Context: an optimization exercise on an open-source flow, tuned for small area and a short achievable clock period. The choices shown serve that exercise and are no tape-out recipe. Function was not checked in any run shown here: the RTL went through the layout flow alone. Power and IR drop assume default switching activity.

### flow/run.sh
#!/bin/bash
# synth_recipe.tcl (not shown) runs the flow's synth.tcl, then flattens the netlist and writes it again
# the make line also repeats each setting of config.mk as NAME=value (left out here)
make -C /OpenROAD-flow-scripts/flow DESIGN_CONFIG=/design/flow/config.mk WORK_HOME=/design/flow/orfs CLKGATE_MAP_FILE= SYNTH_SCRIPT=/design/flow/synth_recipe.tcl finish
### flow/config.mk
export PLATFORM = sky130hd
export DESIGN_NAME = alu
export DESIGN_NICKNAME = alu
export VERILOG_FILES = /design/flow/design.v
export SDC_FILE = /design/flow/constraint.sdc
export NUM_CORES = 4
export LEC_CHECK = 0
export CAP_MARGIN = 20
export CORE_MARGIN = 2
export CORE_UTILIZATION = 40
export SLEW_MARGIN = 20
### flow/constraint.sdc
create_clock -name core_clock -period 5.0 [get_ports {clk}]
set_input_delay 1.0000 -clock core_clock [delete_from_list [all_inputs] [get_ports {clk}]]
set_output_delay 1.0000 -clock core_clock [all_outputs]
set_load 0.01 [all_outputs]
### flow/design.v
module alu #(parameter DATA_WIDTH = 8, CMD_WIDTH = 4)(
        input clk, rst, MODE, CE,
        input [1:0]INP_VALID,
        input [CMD_WIDTH-1:0]CMD,
        input [DATA_WIDTH-1:0]OPA,OPB,
        input CIN,
        output reg [2*DATA_WIDTH:0]res,
        output reg cout, oflow, g, l, e, err
);
        reg ce_r;
        reg mode_r, cin_r;
        reg [1:0] iv_r;
        reg [3:0] cmd_r;
        reg [7:0] a_r, b_r;
        reg [15:0] p1, p2;
        reg s1, s2;
        wire mul1_in = MODE & (CMD == 4'd9);
        wire mul2_in = MODE & (CMD == 4'd10);
        always @(posedge clk or posedge rst)
                if (rst) ce_r <= 1'b0;
                else ce_r <= CE;
        always @(posedge clk) begin
                mode_r <= MODE;
                cin_r  <= CIN;
                iv_r   <= INP_VALID;
                cmd_r  <= CMD;
                a_r    <= mul1_in ? OPA + 8'd1 : mul2_in ? {1'b0, OPA[7:1]} : OPA;
                b_r    <= mul1_in ? OPB + 8'd1 : OPB;
                p1     <= a_r * b_r;
                p2     <= p1;
        end
        wire start = ce_r & mode_r & (iv_r == 2'b11);
        always @(posedge clk or posedge rst)
                if (rst) begin
                        s1 <= 1'b0;
                        s2 <= 1'b0;
                end else begin
                        s1 <= start;
                        s2 <= s1;
                end
        wire v11 = iv_r == 2'b11, v10 = iv_r == 2'b10, v01 = iv_r == 2'b01;
        wire am = ce_r & mode_r, lm = ce_r & ~mode_r;
        wire [15:0] c = 16'd1 << cmd_r;
        wire op_add  = am & v11 & c[0];
        wire op_sub  = am & v11 & c[1];
        wire op_addc = am & v11 & c[2];
        wire op_subc = am & v11 & c[3];
        wire op_cmp  = am & v11 & c[8];
        wire op_mul  = am & v11 & (c[9] | c[10]);
        wire op_adds = am & v11 & c[11];
        wire op_subs = am & v11 & c[12];
        wire op_inca = am & v10 & c[4];
        wire op_deca = am & v10 & c[5];
        wire op_incb = am & v01 & c[6];
        wire op_decb = am & v01 & c[7];
        wire op_rol  = lm & v11 & c[12];
        wire op_ror  = lm & v11 & c[13];
        wire err_a = am & (v11 ? (c[4] | c[5] | c[6] | c[7] | c[13] | c[14] | c[15]) :
                           v10 ? ~(c[4] | c[5]) : v01 ? ~(c[6] | c[7]) : 1'b1);
        wire err_l = lm & (v11 ? (c[6] | c[7] | c[14] | c[15]) :
                           v10 ? ~c[6] : v01 ? ~c[7] : 1'b1);
        wire err_r = (op_rol | op_ror) & (|b_r[7:4]);
        wire sgn   = op_adds | op_subs;
        wire use_a = op_add | op_sub | op_addc | op_subc | op_adds | op_subs | op_inca | op_deca;
        wire use_b = op_add | op_sub | op_addc | op_subc | op_adds | op_subs | op_incb | op_decb;
        wire inv_b = op_sub | op_subc | op_subs;
        wire [8:0] x9 = ({9{use_a}} & {sgn & a_r[7], a_r}) | {9{op_decb}};
        wire [8:0] y9 = (({9{use_b}} & {sgn & b_r[7], b_r}) ^ {9{inv_b}}) | {9{op_deca}};
        wire ci = op_sub | op_subs | op_inca | op_incb | (op_addc & cin_r) | (op_subc & ~cin_r);
        wire [8:0] s9 = x9 + y9 + ci;
        wire sext = op_sub | op_subc | op_deca | op_decb | op_adds | op_subs;
        wire [7:0] ca = {a_r[7] ^ sgn, a_r[6:0]};
        wire [7:0] cb = {b_r[7] ^ sgn, b_r[6:0]};
        wire eq = a_r == b_r;
        wire lt = ca < cb;
        wire cmpop = op_cmp | op_adds | op_subs;
        wire [2:0] sh = op_ror ? (3'd0 - b_r[2:0]) : b_r[2:0];
        wire [15:0] rx = {8'd0, a_r} << sh;
        wire rot = op_rol | op_ror;
        wire l11 = lm & v11;
        wire [7:0] lres =
                ({8{l11 & c[0]}} & (a_r & b_r)) |
                ({8{l11 & c[1]}} & ~(a_r & b_r)) |
                ({8{l11 & c[2]}} & (a_r | b_r)) |
                ({8{l11 & c[3]}} & ~(a_r | b_r)) |
                ({8{l11 & c[4]}} & (a_r ^ b_r)) |
                ({8{l11 & c[5]}} & ~(a_r ^ b_r)) |
                ({8{lm & v10 & c[6]}} & ~a_r) |
                ({8{lm & v01 & c[7]}} & ~b_r) |
                ({8{l11 & c[8]}} & {1'b0, a_r[7:1]}) |
                ({8{l11 & c[9]}} & {a_r[6:0], 1'b0}) |
                ({8{l11 & c[10]}} & {1'b0, b_r[7:1]}) |
                ({8{l11 & c[11]}} & {b_r[6:0], 1'b0}) |
                ({8{rot}} & (rx[7:0] | rx[15:8]));
        wire [15:0] mres = {16{op_mul & s2}} & p2;
        wire [16:0] RES = {{8{sext & s9[8]}}, {9{use_a | use_b}} & s9} |
                          {1'b0, {8{rot}} & rx[15:8], lres} |
                          {1'b0, mres};
        wire COUT  = (op_add | op_addc | op_adds | op_subs) & s9[8];
        wire OFLOW = ((op_sub | op_subc) & lt) |
                     ((op_inca | op_incb | op_deca | op_decb) & s9[8]) |
                     ((op_adds | op_subs) & (s9[8] ^ s9[7]));
        wire E = cmpop & eq;
        wire L = cmpop & lt;
        wire G = cmpop & ~eq & ~lt;
        wire ERR = err_a | err_l | err_r;
        always @(posedge clk or posedge rst)
                if (rst) begin
                        res <= 0;
                        cout <= 0;
                        oflow <= 0;
                        g <= 0;
                        l <= 0;
                        e <= 0;
                        err <= 0;
                end else begin
                        res <= RES;
                        cout <= COUT;
                        oflow <= OFLOW;
                        g <= G;
                        l <= L;
                        e <= E;
                        err <= ERR;
                end
endmodule
==> results.cfg, run 1 <==
[synth]
synthTopCellsByArea = dfxtp_1, ha_1, fa_1
ys_seq_area_share_pct = 25.4
synth_area_leader_cell = dfxtp_1
yosysTopAreaCellShare_pct = 16.1
synthFlopType = dfxtp_1
synth_area_um2 = 6980
ys_seq_elements = 82
synth_nets = 937
netlist_instances = 800
postSynth.asyncResetShare_pct = 31.7
synth_edf_count = 0
yosysUniqueCellTypes = 78
avgSynthCellArea_um2 = 8.72
yosys_warnings = 1

[global_routing]
antenna_found_initial = 0
grt_pass1_vias = 5809
grt_max_degree = 30
grt_pass1_wl_um = 31000
grt_use_total_pct = 22.0
gr-total-overflow = 0

[clock_tree]
hold_buffers = 0
clockRootBuffer = clkbuf_16
insertion_delay_ns = 0.36
cts_setup_buffers = 0
cts_buffers = 9
cts-resized-gates = 0
h-tree-depth = 3
clk_pin_slew_worst_paths_ns = 0.06
cts_sinks = 82
cts_tree = built
cts.path.max_buffers = 2

[final_layout]
utilization_pct = 47.4
final_cells = 1082
area_delta_synth_final_pct = 16.8
fillers = 1681
antenna_cells = 0
drive_gt1_share_pct = 8.63
num-nets-final = 989

[timing]
tightest_slew_ns = 0.926
finalSetupTns_ns = 0
slew_violations = 0
finalHoldViolations = 0
finalSetupViolations = 0
period_share_pct = 94.3
clock_skew_ns = 0.00813
hold_ws_ns = 0.320
worst_slew_margin_rel_pct = 37.8
post-route-min-period_ns = 4.71
max_clock_freq_mhz = 212
rsz0062_at_grt = no

[drt]
dr.pass1.iters = 5
num_vias = 5936
drt_iter0_markers = 596
drtAntennaViolNets = 0
drcViolationCount = 0
wl_per_cell_um = 17.6
routed_wl_um = 19000
avgViaCountPerCell = 5.49

[critical_path]
critPathCaptureType = flip-flop
startpoint_type = flip-flop
max_stage_delay_ns = 0.57
crit_path_cell_trace = inv_1, nor2_1, fa_1, inv_1, fa_1, fa_1, fa_1, inv_1, ha_1, or3_1, o221a_2, o21a_1, o21a_1, o41a_1, xor2_1
path_max_fanout = 10
crit_start = b_r[6]
cpMostUsedCell = fa_1
worstSetupPathType = reg -> reg
crit_arrival_ns = 4.96
worstPathRequired_ns = 5.24
path_delay_family = adder cells
worst_path_max_delay_cell = dfxtp_1
cp_num_buf_inv = 3
reg2reg_from = b_r[6]

[power_and_ir_drop]
total_power_mw = 2.53
powerDensity_nw_per_um2 = 311
p_leak_nw = 3.79
vdd_drop_max_mv = 0.157

[worst_hold_path]
hp-start = p1[0]
hold_path_class = reg -> reg

[placed_design]
gp_congestion = 0.954
place_inst = 1065
io_buffers = 49
post-dp-hpwl_um = 15100

[run]
maxCapViolations = 0

[floorplan]
io_pins = 50
die_area_um2 = 18500
core_area_um2 = 17200
rows = 48
start_util_pct = 40.6
die_y_um = 136
die_x_um = 136

[outcome]
status = no timing/DRC/antenna violations
==> placed cells by master (no fill, tap or decap), types with 29 or more instances in the layout <==
cell | netlist | routed
fa_1 | 38 | 38
clkdlybuf4s50_1 | 0 | 49
nor2_1 | 96 | 96
dfxtp_1 | 56 | 56
buf_4 | 1 | 29
o21ai_0 | 33 | 33
nand2_1 | 67 | 67
ha_1 | 72 | 72
inv_1 | 77 | 77
==> cell usage after synthesis (4+ instances only) <==
master	number
xnor2_1	27
nor2b_1	10
a211o_1	8
o21a_1	7
mux2i_1	9
nor3_1	20
o21ai_0	33
o22ai_1	10
and3_1	7
dfxtp_1	56
fa_1	38
dfrtp_1	26
o31ai_1	4
inv_1	77
ha_1	72
a21boi_0	4
nand2_1	67
clkinv_1	4
clkbuf_1	27
a21oi_1	27
nor2_1	96
a31oi_1	7
a211oi_1	4
xor2_1	10
nand4_1	5
o211ai_1	7
nor3b_1	5
a221oi_1	4
nand3b_1	4
mux4_2	10
nand2b_1	7
a21o_1	11
nand3_1	19
a22oi_1	8
buf_2	5
==> area by class of cell <==
type | count | area, um^2 | share of cell area (%)
clock buffers | 10 | 229 | 2.81
clock inverters | 6 | 90.1 | 1.11
inverters | 83 | 312 | 3.83
multi-input cells | 597 | 4720 | 58.0
flip-flops and latches | 82 | 1770 | 21.8
well taps | 225 | 282 | 3.46
repair buffers | 79 | 736 | 9.03
==> state kept, by name, indices dropped and copies added, names as in the netlist, 2 cells and up <==
| signal | cells |
|---|---|
| a_r | 8 |
| b_r | 8 |
| cmd_r | 4 |
| iv_r | 2 |
| p1 | 16 |
| p2 | 16 |
| res | 17 |
==> metrics by stage <==
stage	instance area [um^2]	setup WS [ns]
floorplan	6980	0.354
global placement	7800	0.388
detailed placement	7800	0.321
CTS	8120	0.300
global route	8140	0.0428
finish	8140	0.286
==> path summary, 6_finish.rpt <==
kind / endpoint / slack [ns] / depth (start not counted)
setup reg to reg: p1[14] / 0.29 / 15
min in group asynchronous: res[16] / 0.93 / 2
setup / recovery: p1[14] / 0.29 / 15
max in group asynchronous: ce_r / 3.65 / 3
hold / removal: p2[0] / 0.32 / 0
hold reg to reg: p2[0] / 0.32 / 0
==> routing by layer <==
| layer | wire (um) | vias to the layer above | part of all wire, % | global-route usage [%] |
|---|---|---|---|---|
| met5 | 0 | - | 0 | 0 |
| met4 | 709 | 0 | 3.7 | 9.95 |
| met3 | 1090 | 45 | 5.8 | 4.44 |
| met2 | 8780 | 212 | 46 | 34.5 |
| met1 | 8430 | 2811 | 44 | 29.1 |
| li1 | - | 2868 | - | - |
==> report_power, final <==
group          internal [mW]  switching, mW
clock network          0.439          0.274
registers              0.793         0.0883
logic                  0.432          0.507
total                   1.66          0.869
==> cell families (layout without fill, tap and decap cells) <==
family | Yosys count | in the layout | share of synthesized area (%)
and+or+nand+nor | 265 | 265 | 18.0
adders and majority gates | 110 | 110 | 23.8
muxes | 22 | 22 | 5.00
DFF | 82 | 82 | 25.4
xor gates and xnor gates | 38 | 38 | 4.88
buffers and inverters | 121 | 178 | 6.87
AOI/OAI and AO/OA | 162 | 162 | 16.0
==> run 2: changes to the inputs <==
--- a/flow/config.mk
+++ b/flow/config.mk
@@ -5,7 +5,9 @@
 export SDC_FILE = /design/flow/constraint.sdc
 export NUM_CORES = 4
 export LEC_CHECK = 0
+export ABC_CLOCK_PERIOD_IN_PS = 2500
 export CAP_MARGIN = 20
 export CORE_MARGIN = 2
-export CORE_UTILIZATION = 40
+export CORE_UTILIZATION = 60
+export SETUP_SLACK_MARGIN = 2.5
 export SLEW_MARGIN = 20
==> run 2 against run 1 <==
  * Largest cell class unchanged
  * Flip-flop and latch count did not move
  * Synthesized cell count did not move
  * Maximum frequency rose by 4.6%
  * Clock skew rose by 0.00052 ns
  * Critical path depth rose by 3
==> results.cfg, run 2 <==
[final_layout]
num-nets-final = 1082
layout_common_cells = buf_4, nor2_1, inv_1, nand2_1, ha_1
mostFrequentLayoutCell = buf_4
top_regs = res (17), p1 (16), p2 (16)
drive_gt1_share_pct = 34.3
antenna_cells = 0
regMostFlops = res
area_delta_synth_final_pct = 38.6
largest_reg_flops = 17

[timing]
slew_violations = 0
post-route-min-period_ns = 4.50
tightest_slew_ns = 1.05
rsz0062_at_grt = yes
finalSetupViolations = 0
max_clock_freq_mhz = 222
finalHoldViolations = 0
worst_slew_margin_rel_pct = 29.7
finalSetupTns_ns = 0
hold_ws_ns = 0.324
clock_skew_ns = 0.00865
period_share_pct = 90.1

[global_routing]
globalRouteMet1Util_pct = 47.2
grt_pass1_vias = 6953
antenna_found_initial = 1
grt_use_total_pct = 38.9
gr-total-overflow = 0
grtUsageMet3_pct = 9.74
grt_max_degree = 28
busiest_layer = met2
use_met2_pct = 63.8
grt_pass1_wl_um = 37400

[synth]
yosysUniqueCellTypes = 78
synthTopCellsByArea = dfxtp_1, ha_1, fa_1
avgSynthCellArea_um2 = 8.72
netlist_instances = 800
synth_nets = 937
synth_edf_count = 0
yosys_warnings = 1
synth_area_um2 = 6980
yosysTopAreaCellShare_pct = 16.1
postSynth.asyncResetShare_pct = 31.7
ys_seq_elements = 82
synthFlopType = dfxtp_1
synth_commonest_cells = nor2_1, inv_1, ha_1
synth_most_common_cell = nor2_1
synth_area_leader_cell = dfxtp_1
ys_seq_area_share_pct = 25.4

[run]
maxCapViolations = 0

[power_and_ir_drop]
clock_power_share_pct = 22.5
p_sw_mw = 1.12
pwr-share-comb_pct = 48.4
p_sw_share_pct = 37.5
p_leak_nw = 4.35
p_seq_share_pct = 29.0
powerDensity_nw_per_um2 = 310
vdd_drop_max_mv = 0.436
power.internal_mw = 1.87

[placed_design]
io_buffers = 49
post-dp-hpwl_um = 15700
gp_congestion = 1.01

[critical_path]
max_stage_delay_ns = 0.55
reg2reg_from = a_r[1]
regToRegSetupSlack_ns = 0.50
worstSetupPathType = reg -> reg
r2r_cells = 18
path_max_fanout = 5
crit_path_cell_trace = inv_6, buf_6, nor2_1, ha_1, inv_1, fa_1, inv_1, fa_1, inv_1, fa_1, inv_1, ha_4, or3_4, o221a_4, o21a_1, o21a_1, o41a_1, xor2_1
worst_path_max_delay_cell = fa_1
cpMostUsedCell = inv_1
r2r-end = p1[14]
startpoint_type = flip-flop
crit_arrival_ns = 4.75
critPathCaptureType = flip-flop
worstPathRequired_ns = 5.24

[floorplan]
die_area_um2 = 12500
rows = 39
die_x_um = 112
io_pins = 50
start_util_pct = 61.4
die_y_um = 112
core_area_um2 = 11400

[clock_tree]
cts.path.max_buffers = 2
cts_tree = built
insertion_delay_ns = 0.36
clockRootBuffer = clkbuf_16
clk_pin_slew_worst_paths_ns = 0.06
h-tree-depth = 3
cts_sinks = 82
hold_buffers = 0
cts_buffers = 9

[drt]
num_vias = 7161
drcViolationCount = 0
drt_iter0_markers = 969
routed_wl_um = 25900
drtAntennaViolNets = 0
wl_per_cell_um = 23.7
dr.pass1.iters = 6
avgViaCountPerCell = 6.55

[worst_hold_path]
hold_path_depth = 0
min_to = p2[9]
hold_path_class = reg -> reg
hp-start = p1[9]

[outcome]
status = no timing/DRC/antenna violations
==> run 2: stage by stage <==
step	setup WS (ns)	power [mW]	instances	cell area (um^2)	util, %
2_1_floorplan	0.666	1.64	800	7310	-
3_3_place_gp	0.412	1.87	971	7790	68.5
3_5_place_dp	0.285	1.92	971	7790	68.5
4_1_cts	0.580	2.73	1065	9150	80.5
5_1_grt	0.442	3.13	1093	9670	85.0
6_report	0.495	2.99	1093	9670	85.0
==> run 2: layer usage <==
layer / vias up / share of wire, %
met1: 3410 / 37
met2: 517 / 47
li1: 3071 / -
met4: 2 / 6.6
met5: - / 0.042
met3: 161 / 10
==> run 2: kinds of logic (layout without fill, tap and decap cells) <==
family / after synthesis / after routing / synth area share (%)
adders and majority gates: 110 / 110 / 23.8
DFF: 82 / 82 / 25.4
xor gates and xnor gates: 38 / 38 / 4.88
AOI/OAI and AO/OA: 162 / 162 / 16.0
muxes: 22 / 22 / 5.00
and+or+nand+nor: 265 / 266 / 18.0
buffers and inverters: 121 / 270 / 6.87
==> run 2: layout make-up <==
cell class / count / area (um^2)
multi-input combinational: 598 / 5440
sequential: 82 / 1840
fill: 603 / 1700
timing repair buffer: 171 / 1560
inverter: 83 / 360
clock buffer: 9 / 225
tap: 143 / 179
clock inverter: 7 / 68.8
==> run 2: worst max-delay path, delay by kind of cell, from the launching register on <==
| family | cells | cell delay (ns) |
|---|---|---|
| adders and majority gates | 5 | 1.90 |
| AOI/OAI and AO/OA | 4 | 0.96 |
| and+or+nand+nor | 2 | 0.55 |
| buffers and inverters | 6 | 0.44 |
| DFF | 1 | 0.39 |
| xor gates and xnor gates | 1 | 0.15 |
==> run 2: worst max path at each step <==
stage / from / endpoint / depth (start not counted)
after CTS: a_r[1] / p1[14] / 15
after detailed placement: b_r[6] / p1[14] / 15
after floorplan: a_r[3] / p1[14] / 16
after global routing: a_r[1] / p1[14] / 18
after global placement: b_r[6] / p1[14] / 15
final: a_r[1] / p1[14] / 18
==> run 2: power groups by stage <==
| stage | combinational [mW] | clock, mW | sequential, mW |
|---|---|---|---|
| 2_1_floorplan | 0.801 | 0 | 0.837 |
| 3_3_place_gp | 0.984 | 0 | 0.889 |
| 3_5_place_dp | 1.02 | 0 | 0.893 |
| 4_1_cts | 1.20 | 0.674 | 0.860 |
| 5_1_grt | 1.56 | 0.697 | 0.871 |
| 6_report | 1.45 | 0.674 | 0.870 |
==> run 2: what timing repair did <==
action	CTS	global route
resized for setup	124	80
setup buffers	77	28
pin swaps	36	52
cloned	1	0
endpoints found under the hold margin	0	0
setup endpoints to repair	34	36

[re-timing with driven ports]
In the flow no input, the clock included, has a driving cell. The finished layouts below were timed again as built, in two steps.
Step 1 assumes that a clkbuf_16 drives the clock port and a buf_2 every other input.
Step 2 adds t to the input delays and takes it off the output delays; t is the mean of the earliest and latest rising clock arrival at the registers after step 1. Input paths then give back, and output paths get back, about the clock's delay inside the block.
a / b / c = ideal ports / drivers / drivers and shift; a / b = the first two.
run | t, ns | setup WS [ns] | worst data-port slew with drivers (ns)
run 1 | 0.397 | 0.286 / 0.286 / 0.286 | 0.03
run 2 | 0.402 | 0.495 / 0.495 / 0.495 | 0.04
After both steps setup and hold are still met in every run listed.
